Background: an optimization exercise with open tools, aiming at small area. Do not read the settings as production practice.
Where RTL was checked, it was by simulation tests only, not by an equivalence proof against the original.
No functional check of the RTL was part of run 2.

--- flow/design.v ---
module  ball ( input         Clk,                 
                             Reset,               
                             frame_clk,           
               input [7:0]   keycode,
               input [9:0]   DrawX, DrawY,        
               output logic  is_ball              
              );
    logic [9:0] N;       
    logic [8:0] M;       
    logic       ax;      
    logic       neg;     
    logic fd, fre;
    always_ff @ (posedge Clk) begin
        fd  <= frame_clk;
        fre <= frame_clk & ~fd;
    end
    wire xb = ~N[9] & ~N[8] & ~(N[1] & N[0]);            
    wire xt = N[9] & N[8] & N[6] & N[5] & N[4];          
    wire yb = ~|M[8:4] & ~M[2] & ~M[1];                  
    wire yt = &M[8:5];                                   
    wire k16 = keycode == 8'h16;
    wire k1A = keycode == 8'h1A;
    wire k04 = keycode == 8'h04;
    wire k07 = keycode == 8'h07;
    logic ax_n, neg_n;
    always_comb begin
        ax_n = ax; neg_n = neg;
        if      (xb & k07) begin ax_n = 1'b0; neg_n = 1'b1; end
        else if (xt & k04) begin ax_n = 1'b0; neg_n = 1'b0; end
        else if (yb)       begin ax_n = 1'b1; neg_n = 1'b1; end
        else if (yt)       begin ax_n = 1'b1; neg_n = 1'b0; end
        else if (xb)       begin ax_n = 1'b0; neg_n = 1'b1; end
        else if (xt)       begin ax_n = 1'b0; neg_n = 1'b0; end
        else if (k1A)      begin ax_n = 1'b1; neg_n = 1'b1; end
        else if (k16)      begin ax_n = 1'b1; neg_n = 1'b0; end
        else if (k04)      begin ax_n = 1'b0; neg_n = 1'b1; end
        else if (k07)      begin ax_n = 1'b0; neg_n = 1'b0; end
    end
    wire stepx = fre & ~ax;
    wire stepy = fre & ax;
    logic [10:0] tn;
    logic [9:0]  tm;
    always_comb begin
        tn[0] = stepx;
        for (int i = 0; i < 10; i++) tn[i+1] = tn[i] & ~(N[i] ^ neg);
        tm[0] = stepy;
        for (int i = 0; i < 9; i++)  tm[i+1] = tm[i] & ~(M[i] ^ neg);
    end
    always_ff @ (posedge Clk) begin
        if (Reset) begin
            N   <= 10'd564;      
            M   <= 9'd244;       
            ax  <= 1'b1;
            neg <= 1'b0;
        end else begin
            N <= N ^ tn[9:0];
            M <= M ^ tm[8:0];
            if (fre) begin
                ax  <= ax_n;
                neg <= neg_n;
            end
        end
    end
    logic [10:0] S;      
    logic [10:0] T;      
    logic cs, ct;
    always_comb begin
        cs = 1'b0;
        for (int i = 0; i < 10; i++) begin
            S[i] = DrawX[i] ^ N[i] ^ cs;
            cs   = (DrawX[i] & N[i]) | (cs & (DrawX[i] ^ N[i]));
        end
        S[10] = cs;
        ct = 1'b0;
        for (int i = 0; i < 9; i++) begin
            T[i] = DrawY[i] ^ M[i] ^ ct;
            ct   = (DrawY[i] & M[i]) | (ct & (DrawY[i] ^ M[i]));
        end
        T[9]  = DrawY[9] ^ ct;
        T[10] = DrawY[9] & ct;
    end
    logic circ;
    always_comb begin
        case ({S[3:0], T[3:0]})      
            8'h04, 8'h12, 8'h13, 8'h14, 8'h15, 8'h16, 8'h21, 8'h22, 8'h23, 8'h24, 8'h25, 8'h26, 8'h27, 8'h31, 8'h32, 8'h33, 8'h34, 8'h35, 8'h36, 8'h37, 8'h40, 8'h41, 8'h42, 8'h43, 8'h44, 8'h45, 8'h46, 8'h47, 8'h48, 8'h51, 8'h52, 8'h53, 8'h54, 8'h55, 8'h56, 8'h57, 8'h61, 8'h62, 8'h63, 8'h64, 8'h65, 8'h66, 8'h67, 8'h72, 8'h73, 8'h74, 8'h75, 8'h76, 8'h84: circ = 1'b1;
            default: circ = 1'b0;
        endcase
    end
    assign is_ball = (S[10:4] == 7'd55) & (T[10:4] == 7'd30) & circ;
endmodule
--- flow/run.sh ---
#!/bin/bash
# synth_recipe.tcl (not shown) runs the flow's synth.tcl, then flattens the netlist and writes it again
# the make line also repeats each setting of config.mk as NAME=value (left out here)
make -C /OpenROAD-flow-scripts/flow DESIGN_CONFIG=/design/flow/config.mk WORK_HOME=/design/flow/orfs CLKGATE_MAP_FILE= SYNTH_SCRIPT=/design/flow/synth_recipe.tcl finish
--- flow/config.mk ---
export PLATFORM = sky130hd
export DESIGN_NAME = ball
export DESIGN_NICKNAME = ball
export VERILOG_FILES = /design/flow/design.v
export SDC_FILE = /design/flow/constraint.sdc
export NUM_CORES = 4
export LEC_CHECK = 0
export CAP_MARGIN = 20
export CORE_MARGIN = 2
export CORE_UTILIZATION = 40
export SLEW_MARGIN = 20
--- flow/constraint.sdc ---
create_clock -name core_clock -period 18.0 [get_ports {Clk}]
set_input_delay 3.6000 -clock core_clock [delete_from_list [all_inputs] [get_ports {Clk}]]
set_output_delay 3.6000 -clock core_clock [all_outputs]
set_load 0.01 [all_outputs]
==> summary.md, run 1 <==
| Metric | Value |
|---|---|
| Worst setup endpoint | `is_ball` |
| Worst Tran Pin Value | `0.916 ns` |
| Vias in the first global route | `1506` |
| Critical Path End Type | `primary output` |
| Final Critical Period | `roughly 12 ns` |
| Root Buffer | `clkbuf_8` |
| Rows | `25` |
| Fraction of registers with async set/reset | `0%` |
| Critical path launch point | `DrawY[0]` |
| CTS tree | `done` |
| Area of the multi-input gates | `1280 um^2` |
| Initial antenna violation count | `0` |
| Die area | `roughly 5300 um^2` |
| Number of max-cap violations | `0` |
| Fmax | `0.0832 GHz` |
| Clock Pin Slew Worst Setup and Hold Paths | `0.10 ns` |
| Starting density of the core | `about 41%` |
| FF-to-FF path depth | `4` |
| RSZ-0062 raised after global routing | `false` |
| PortBufs | `31` |
| Post-synth cell types | `41` |
| Synth Register Bits | `23` |
| Most frequent cell after synthesis | `inv_1` |
| Synth top area cells | `dfxtp_1, fa_1, inv_1` |
| Syn. warnings | `1` |
| Worst r2r dst | `N[6]` |
| Mapped Avg Cell Area | `8.51 um^2` |
| Die height | `roughly 73 um` |
| DP Area | `~2300 um^2` |
| Yosys top cell by area | `dfxtp_1` |
| Setup Fix Bufs, Post-CTS | `0` |
| Layout area overhead | `21.2%` |
| Core footprint | `about 4700 um^2` |
| Fill count | `between 400 and 500` |
| Final wirelength | `~4000 um` |
| Sequential fraction of the synthesis area | `24.3%` |
| Final RePlAce weighted congestion | `0.853` |
| NumNets Final | `a little over 300` |
| Fin worst setup slack | `5.98 ns` |
| Post-synth EDFFs | `0` |
| Clock Latency Late Sink | `roughly 0.28 ns` |
| FF-to-FF setup slack | `15.63 ns` |
| Pre-CTS setup slack | `around 6 ns` |
| Fin area | `2300 um^2` |
| TNS Setup | `0 ns` |
| Fin crit share | `66.8%` |
| Max-slew violation count | `0` |
| Critical path fanouts, max | `1` |
| Origin of the critical flop-to-flop path | `neg` |
| Wirelength per Cell | `between 10 and 15 um` |
| Post-synthesis cell area | `about 1900 um^2` |
| Router iterations before antenna repair | `4` |
| Post-synth top cells | `inv_1, dfxtp_1, fa_1` |
| Die span in x | `between 70 and 80 um` |
| GRT overflow | `0` |
| Largest net degree at the start of global routing | `27` |
| Routed Antenna Nets | `0` |
| Clock Sinks | `23` |
| Slew Limit Headroom | `38.8%` |
| Hold WC Path Type | `flop to flop` |
| Run status | `timing/DRC/antenna clean` |
| Setup Crit Path Kind | `input pin to primary output` |
| Clk buf depth | `2` |
| Arr. time, crit path | `8.42 ns` |
| Cts repair resizes | `0` |
| Diode count | `0` |
| Synthesized instance count | `223` |
| Final hold violations | `0` |
| Top FF cell, synth | `dfxtp_1` |
| Iteration-0 DRC Markers | `31` |
| Worst EP required | `14.40 ns` |
| # setup viols final | `0` |
| Crit path launch type | `input pin` |
| Hold Worst Slack | `0.387 ns` |
| DRC violations left | `0` |
| Syn_nets | `274` |
| First-pass GRT wire length | `6610 um` |
| Cts hold-fix bufs | `0` |
| Layout cell share with drive strength beyond 1 | `3.97%` |
| I/O pin count | `32` |
| Total number of vias | `1586` |
| GR Util All Layers | `~16%` |
| Register area | `between 400 and 500 um^2` |
| DR vias/cell | `5.18` |
| CTS Buf Count | `3` |
| Detailed placement HPWL | `3150 um` |
| Worst Hold Depth | `1` |
| Synth top area share | `between 20% and 30%` |
| H-tree levels | `1` |
| Final Skew | `between 0.01 and 0.015 ns` |
how the worst min path moves through the flow:
| stage | start | end | slack, ns |
|---|---|---|---|
| 2_1_floorplan | fd | fre | 0.37 |
| 3_5_place_dp | fd | fre | 0.38 |
| 4_1_cts | fd | fre | 0.39 |
| 3_3_place_gp | fd | fre | 0.37 |
| 6_report | fd | fre | 0.39 |
| 5_1_grt | fd | fre | 0.39 |
layer usage:
metal	up-vias	track usage, %	part of all wire, %
li1	822	-	-
met1	723	21.5	49
met2	34	26.3	45
met3	7	2.21	4.1
met4	0	4.94	1.3
met5	-	0	0
stage by stage:
stage	instances	util [%]
3_5_place_dp	302	48.3
2_1_floorplan	223	-
6_report	306	49.3
3_3_place_gp	302	48.3
4_1_cts	306	49.3
5_1_grt	306	49.3
logic make-up (layout without fill, tap and decap cells):
logic type | count (synthesis) | in the layout | share of synthesized area (%)
and+or+nand+nor | 76 | 76 | 23.2
adders and majority gates | 20 | 20 | 19.9
DFF | 23 | 23 | 24.3
xor gates and xnor gates | 22 | 22 | 10.2
buffers and inverters | 42 | 71 | 8.38
AOI/OAI and AO/OA | 39 | 39 | 13.5
muxes | 1 | 1 | 0.594
worst max-delay path: stages:
cell and delay (ns):
clkdlybuf4s50_1 0.46, ha_1 0.13, inv_1 0.05, fa_1 0.35, inv_1 0.07, fa_1 0.15, inv_1 0.05, fa_1 0.35
inv_1 0.07, fa_1 0.15, inv_1 0.05, fa_1 0.37, fa_1 0.39, fa_1 0.41, fa_1 0.37, inv_1 0.06
ha_1 0.21, nor4_1 0.21, nand4_1 0.13, a211oi_1 0.23, clkdlybuf4s50_1 0.57
layout make-up:
| cell class | count | share of cell area [%] |
|---|---|---|
| clock inverter | 1 | 0.326 |
| tap | 54 | 2.94 |
| inverter | 36 | 5.88 |
| sequential | 23 | 20.0 |
| multi-input combinational | 158 | 55.5 |
| timing repair buffer | 31 | 13.5 |
| clock buffer | 3 | 1.80 |
placed cells by master, fill, tap and decap left out, types with 2 or more instances in the layout:
cell / n
inv_1: 36
nor2_1: 7
nand2_1: 6
ha_1: 3
nand3_1: 9
fa_1: 17
and3_1: 2
or3_1: 12
a211oi_1: 2
nor3_1: 6
clkdlybuf4s50_1: 31
nand2b_1: 10
xnor2_1: 14
or4_1: 2
a21oi_1: 13
dfxtp_1: 23
nand4b_1: 2
clkbuf_8: 3
or2_2: 2
nor4_1: 6
o21ai_0: 12
nand4_1: 4
nor2b_1: 3
a221o_1: 2
xor2_1: 8
sequential cells by signal, summed over array words and instances (netlist names):
| name | cells |
|---|---|
| fd | 1 |
| neg | 1 |
| fre | 1 |
| N | 10 |
| M | 9 |
| ax | 1 |
==> run 2: changes to the inputs <==
==> flow/design.v (replaced) <==
module  ball ( input         Clk,                 
                             Reset,               
                             frame_clk,           
					input [7:0]   keycode,
               input [9:0]   DrawX, DrawY,        
               output logic  is_ball              
              );
    parameter [9:0] Ball_X_Center = 10'd320;   
    parameter [9:0] Ball_Y_Center = 10'd240;   
    parameter [9:0] Ball_X_Min = 10'd0;        
    parameter [9:0] Ball_X_Max = 10'd634;      
    parameter [9:0] Ball_Y_Min = 10'd0;        
    parameter [9:0] Ball_Y_Max = 10'd479;      
    parameter [9:0] Ball_X_Step = 10'd1;       
    parameter [9:0] Ball_Y_Step = 10'd1;       
    parameter [9:0] Ball_Size = 10'd4;         
    logic [9:0] Ball_X_Pos, Ball_X_Motion, Ball_Y_Pos, Ball_Y_Motion;
    logic [9:0] Ball_X_Pos_in, Ball_X_Motion_in, Ball_Y_Pos_in, Ball_Y_Motion_in;
    logic frame_clk_delayed, frame_clk_rising_edge;
    always_ff @ (posedge Clk) begin
        frame_clk_delayed <= frame_clk;
        frame_clk_rising_edge <= (frame_clk == 1'b1) && (frame_clk_delayed == 1'b0);
    end
    always_ff @ (posedge Clk)
    begin
        if (Reset)
        begin
            Ball_X_Pos <= Ball_X_Center;
            Ball_Y_Pos <= Ball_Y_Center;
            Ball_X_Motion <= 10'd0;
            Ball_Y_Motion <= Ball_Y_Step;
        end
        else
        begin
            Ball_X_Pos <= Ball_X_Pos_in;
            Ball_Y_Pos <= Ball_Y_Pos_in;
            Ball_X_Motion <= Ball_X_Motion_in;
            Ball_Y_Motion <= Ball_Y_Motion_in;
        end
    end
    always_comb
    begin
        Ball_X_Pos_in = Ball_X_Pos;
        Ball_Y_Pos_in = Ball_Y_Pos;
        Ball_X_Motion_in = Ball_X_Motion;
        Ball_Y_Motion_in = Ball_Y_Motion;
        if (frame_clk_rising_edge)
        begin
            if( Ball_Y_Pos + Ball_Size >= Ball_Y_Max && keycode == 8'h16)   
				begin
                Ball_Y_Motion_in = (~(Ball_Y_Step) + 1'b1);   
					 Ball_X_Motion_in = 10'd0;
				end
            else if ( Ball_Y_Pos <= Ball_Y_Min + Ball_Size && keycode == 8'h1A)   
				begin
                Ball_Y_Motion_in = Ball_Y_Step;
					 Ball_X_Motion_in = 10'd0;
				end
            else if( Ball_X_Pos + Ball_Size >= Ball_X_Max && keycode == 8'h07)   
				begin
                Ball_X_Motion_in = (~(Ball_X_Step) + 1'b1);   
					 Ball_Y_Motion_in = 10'd0; 
            end
				else if ( Ball_X_Pos <= Ball_X_Min + Ball_Size && keycode == 8'h04)   
				begin
                Ball_X_Motion_in = Ball_X_Step;
					 Ball_Y_Motion_in = 10'd0;
			   end
				else if( Ball_Y_Pos + Ball_Size >= Ball_Y_Max)   
				begin
                Ball_Y_Motion_in = (~(Ball_Y_Step) + 1'b1);   
					 Ball_X_Motion_in = 10'd0;
				end
            else if ( Ball_Y_Pos <= Ball_Y_Min + Ball_Size)   
				begin
                Ball_Y_Motion_in = Ball_Y_Step;
					 Ball_X_Motion_in = 10'd0;
				end
            else if( Ball_X_Pos + Ball_Size >= Ball_X_Max)   
				begin
                Ball_X_Motion_in = (~(Ball_X_Step) + 1'b1);   
					 Ball_Y_Motion_in = 10'd0;
				end
            else if ( Ball_X_Pos <= Ball_X_Min + Ball_Size)   
				begin
                Ball_X_Motion_in = Ball_X_Step;
					 Ball_Y_Motion_in = 10'd0;
				end
				else if( keycode == 8'h1A)  
				begin
                Ball_Y_Motion_in = (~(Ball_Y_Step) + 1'b1);   
					 Ball_X_Motion_in = 10'd0;
				end 
            else if ( keycode == 8'h16)   
				begin
                Ball_Y_Motion_in = Ball_Y_Step;
					 Ball_X_Motion_in = 10'd0;
				end
            else if( keycode == 8'h04)   
				begin
                Ball_X_Motion_in = (~(Ball_X_Step) + 1'b1);   
					 Ball_Y_Motion_in = 10'd0;
				end 
            else if ( keycode == 8'h07)   
				begin
                Ball_X_Motion_in = Ball_X_Step;
					 Ball_Y_Motion_in = 10'd0;
				end
				else ;
            Ball_X_Pos_in = Ball_X_Pos + Ball_X_Motion;
            Ball_Y_Pos_in = Ball_Y_Pos + Ball_Y_Motion;
        end
    end
    int DistX, DistY, Size;
    assign DistX = DrawX - Ball_X_Pos;
    assign DistY = DrawY - Ball_Y_Pos;
    assign Size = Ball_Size;
    always_comb begin
        if ( ( DistX*DistX + DistY*DistY) <= (Size*Size) ) 
            is_ball = 1'b1;
        else
            is_ball = 1'b0;
    end
endmodule
==> summary.md, run 2 <==
| Metric | Value |
|---|---|
| Synth top area share | `42.4% (was 24.3%)` |
| CTS tree | `done (unchanged)` |
| Busiest layer in global routing | `met2 (unchanged)` |
| Grt met2 use | `31.3% (was 26.3%)` |
| Post-synth EDFFs | `0 (unchanged)` |
| Layout area overhead | `7.87% (was 21.2%)` |
| GR Util All Layers | `18.3% (was 15.9%)` |
| Final RePlAce weighted congestion | `0.839 (was 0.853)` |
| Registers with the most flip-flops | `Ball_X_Pos x10, Ball_Y_Pos x10 (was N x10, M x9)` |
| Synth Register Bits | `26 (was 23)` |
| Met1 Track Usage GR | `25.2% (was 21.5%)` |
| Fraction of registers with async set/reset | `0% (unchanged)` |
| Total number of vias | `8576 (was 1586)` |
| Clock Sinks | `26 (was 23)` |
| Worst r2r dst | `Ball_Y_Pos[9] (was N[6])` |
| Syn_nets | `1714 (was 274)` |
| Commonest non-fill, non-tap cell in the layout | `inv_1 (unchanged)` |
| Synth Area in XOR/XNOR | `4.04% (was 10.2%)` |
| Clock Pin Slew Worst Setup and Hold Paths | `0.07 ns (was 0.10 ns)` |
| Die span in x | `174 um (was 72.9 um)` |
| Core footprint | `28600 um^2 (was 4660 um^2)` |
| Slowest-stage cell, CP | `fa_1 (was clkdlybuf4s50_1)` |
| Fmax | `0.0593 GHz (was 0.0832 GHz)` |
| Wirelength per Cell | `15.7 um (was 12.8 um)` |
| Mapped Avg Cell Area | `8.85 um^2 (was 8.51 um^2)` |
| FF-to-FF path depth | `8 (was 4)` |
| Cts repair resizes | `0 (unchanged)` |
| Largest net degree at the start of global routing | `30 (was 27)` |
| Final wirelength | `27000 um (was 3910 um)` |
| NumNets Final | `1745 (was 304)` |
| Layout cell share with drive strength beyond 1 | `2.76% (was 3.97%)` |
| Sequential fraction of the synthesis area | `4.48% (was 24.3%)` |
| Worst Hold Depth | `1 (unchanged)` |
| Run status | `timing/DRC/antenna clean (unchanged)` |
| First-pass GRT wire length | `44600 um (was 6610 um)` |
| Mux contribution to synthesized area | `0.949% (was 0.594%)` |
| Detailed placement HPWL | `23800 um (was 3150 um)` |
| DR vias/cell | `4.97 (was 5.18)` |
| Critical Path Max Stage Delay | `0.66 ns (was 0.57 ns)` |
| Critical path fanouts, max | `12 (was 1)` |
| Post-synth top cells | `inv_1, fa_1, nor2_1 (was inv_1, dfxtp_1, fa_1)` |
| Max-slew violation count | `0 (unchanged)` |
| Cts hold-fix bufs | `0 (unchanged)` |
| Final Skew | `0.00490 ns (was 0.0116 ns)` |
| End of the worst hold path | `frame_clk_rising_edge (was fre)` |
| Post-synthesis cell area | `11600 um^2 (was 1900 um^2)` |
| PortBufs | `31 (unchanged)` |
| Origin of the critical flop-to-flop path | `Ball_Y_Motion[8] (was neg)` |
| Clk buf depth | `2 (unchanged)` |
| GRT overflow | `0 (unchanged)` |
| Hold WC Path Type | `flop to flop (unchanged)` |
| Synth top area cells | `fa_1, ha_1, inv_1 (was dfxtp_1, fa_1, inv_1)` |
| Initial antenna violation count | `0 (unchanged)` |
| Setup Fix Bufs, Post-CTS | `0 (unchanged)` |
| Hold Startpoint | `frame_clk_delayed (was fd)` |
| Top FF cell, synth | `dfxtp_1 (unchanged)` |
| Syn. warnings | `1 (unchanged)` |
| Die height | `174 um (was 72.9 um)` |
| Root Buffer | `clkbuf_16 (was clkbuf_8)` |
| Most frequent cell after synthesis | `inv_1 (unchanged)` |
| Vias in the first global route | `8860 (was 1506)` |
| H-tree levels | `1 (unchanged)` |
| Post-synthesis simple-gate area fraction | `13.0% (was 23.2%)` |
| Final hold violations | `0 (unchanged)` |
| Compound-Gate Fraction of Synth Area | `9.55% (was 13.5%)` |
| Hold Worst Slack | `0.395 ns (was 0.387 ns)` |
| RSZ-0062 raised after global routing | `false (unchanged)` |
| FF-to-FF setup slack | `15.40 ns (was 15.63 ns)` |
| Commonest non-fill, non-tap cells in the layout | `inv_1, fa_1, nor2_1, ha_1, nand2_1 (was inv_1, clkdlybuf4s50_1, dfxtp_1, fa_1, xnor2_1)` |
| Number of max-cap violations | `0 (unchanged)` |
| Worst Tran Pin Value | `1.05 ns (was 0.916 ns)` |
| GR Layer Usage met3 | `1.79% (was 2.21%)` |
| Clock Latency Late Sink | `0.27 ns (was 0.28 ns)` |
| Slew Limit Headroom | `29.8% (was 38.8%)` |
| Yosys top cell by area | `fa_1 (was dfxtp_1)` |
| Router iterations before antenna repair | `4 (unchanged)` |
| Synthesized instance count | `1311 (was 223)` |
| Iteration-0 DRC Markers | `467 (was 31)` |
| Crit path launch type | `input pin (unchanged)` |
| Main combinational cell family by area after synthesis | `adder cells (was simple AND/OR/NAND/NOR gates)` |
| Critical path launch point | `DrawY[0] (unchanged)` |
| Final Critical Period | `16.87 ns (was 12.02 ns)` |
| Cell mode on critical path | `fa_1 (unchanged)` |
| Routed Antenna Nets | `0 (unchanged)` |
| Starting density of the core | `40.5% (was 40.7%)` |
| Adder-cell share of the synthesized area | `56.0% (was 19.9%)` |
| Post-synth cell types | `73 (was 41)` |
| DRC violations left | `0 (unchanged)` |
| TNS Setup | `0 ns (unchanged)` |
| CTS Buf Count | `3 (unchanged)` |
| Rows | `62 (was 25)` |
| Worst EP required | `14.40 ns (about the same)` |
| Die area | `30400 um^2 (was 5310 um^2)` |
| # setup viols final | `0 (unchanged)` |
| Arr. time, crit path | `13.27 ns (was 8.42 ns)` |
| Critical Path End Type | `primary output (unchanged)` |
| Diode count | `0 (unchanged)` |
| I/O pin count | `32 (unchanged)` |
| Setup Crit Path Kind | `input pin to primary output (unchanged)` |
| Fin crit share | `93.7% (was 66.8%)` |
## run 2: critical path, delay by kind of cell
kind	cells	cell delay (ns)
fa+ha+maj	10	4.87
buf+inv	10	1.99
compound gates	7	1.75
simple gates	6	1.06
## run 2: cell families after synthesis
logic type / after synthesis
buffers and inverters: 367
and+or+nand+nor: 325
muxes: 11
xor gates and xnor gates: 51
adders and majority gates: 372
AOI/OAI and AO/OA: 159
DFF: 26
## run 2: cell type report
cell class	instances	area [um^2]
Clock buffer	3	75.1
Multi-Input combinational cell	918	9700
Inverter	350	1310
Sequential cell	26	520
Timing Repair Buffer	43	400
Fill cell	2807	16100
Tap cell	384	480
Clock inverter	1	30.0
## run 2: worst max path at each step
| stage | end | cells after the start |
|---|---|---|
| final | is_ball | 33 |
| after global routing | is_ball | 33 |
| after CTS | is_ball | 33 |
| after detailed placement | is_ball | 33 |
| after global placement | is_ball | 33 |
| after floorplan | is_ball | 29 |
## run 2: layer usage
layer / wire length (um) / share of wire [%] / up-vias
met3: 915 / 3.4 / 38
met2: 13500 / 50 / 145
met1: 12000 / 44 / 4261
met4: 667 / 2.5 / 0
li1: - / - / 4132
met5: 0 / 0 / -
## run 2: metrics by stage
stage | setup WS (ns) | cell area, um^2 | std cells | utilization [%]
floorplan | 2.96 | 11600 | 1311 | -
global placement | 1.36 | 12400 | 1721 | 43.4
detailed placement | 1.14 | 12400 | 1721 | 43.4
CTS | 1.12 | 12500 | 1725 | 43.7
global route | 0.544 | 12500 | 1725 | 43.7
finish | 1.13 | 12500 | 1725 | 43.7

what the ideal ports hide:
Ports are ideal in the flow. The routed layouts listed here were re-timed in OpenROAD.
Step 1 assumes that a clkbuf_16 drives the clock port and a buf_2 every other input.
Step 2 adds t to the input delays and takes it off the output delays; t is the mean of the earliest and latest rising clock arrival at the registers after step 1. Input paths then give back, and output paths get back, about the clock's delay inside the block.
Three values: no drivers, after step 1, after step 2; two values: the first two.
| run | t (ns) | setup slack, ns | worst setup path at the end |
|---|---|---|---|
| run 1 | 0.293 | 5.975 / 5.949 / 5.949 | input to output |
| run 2 | 0.299 | 1.128 / 1.102 / 1.102 | input to output |
After both steps setup and hold are still met in every run listed.
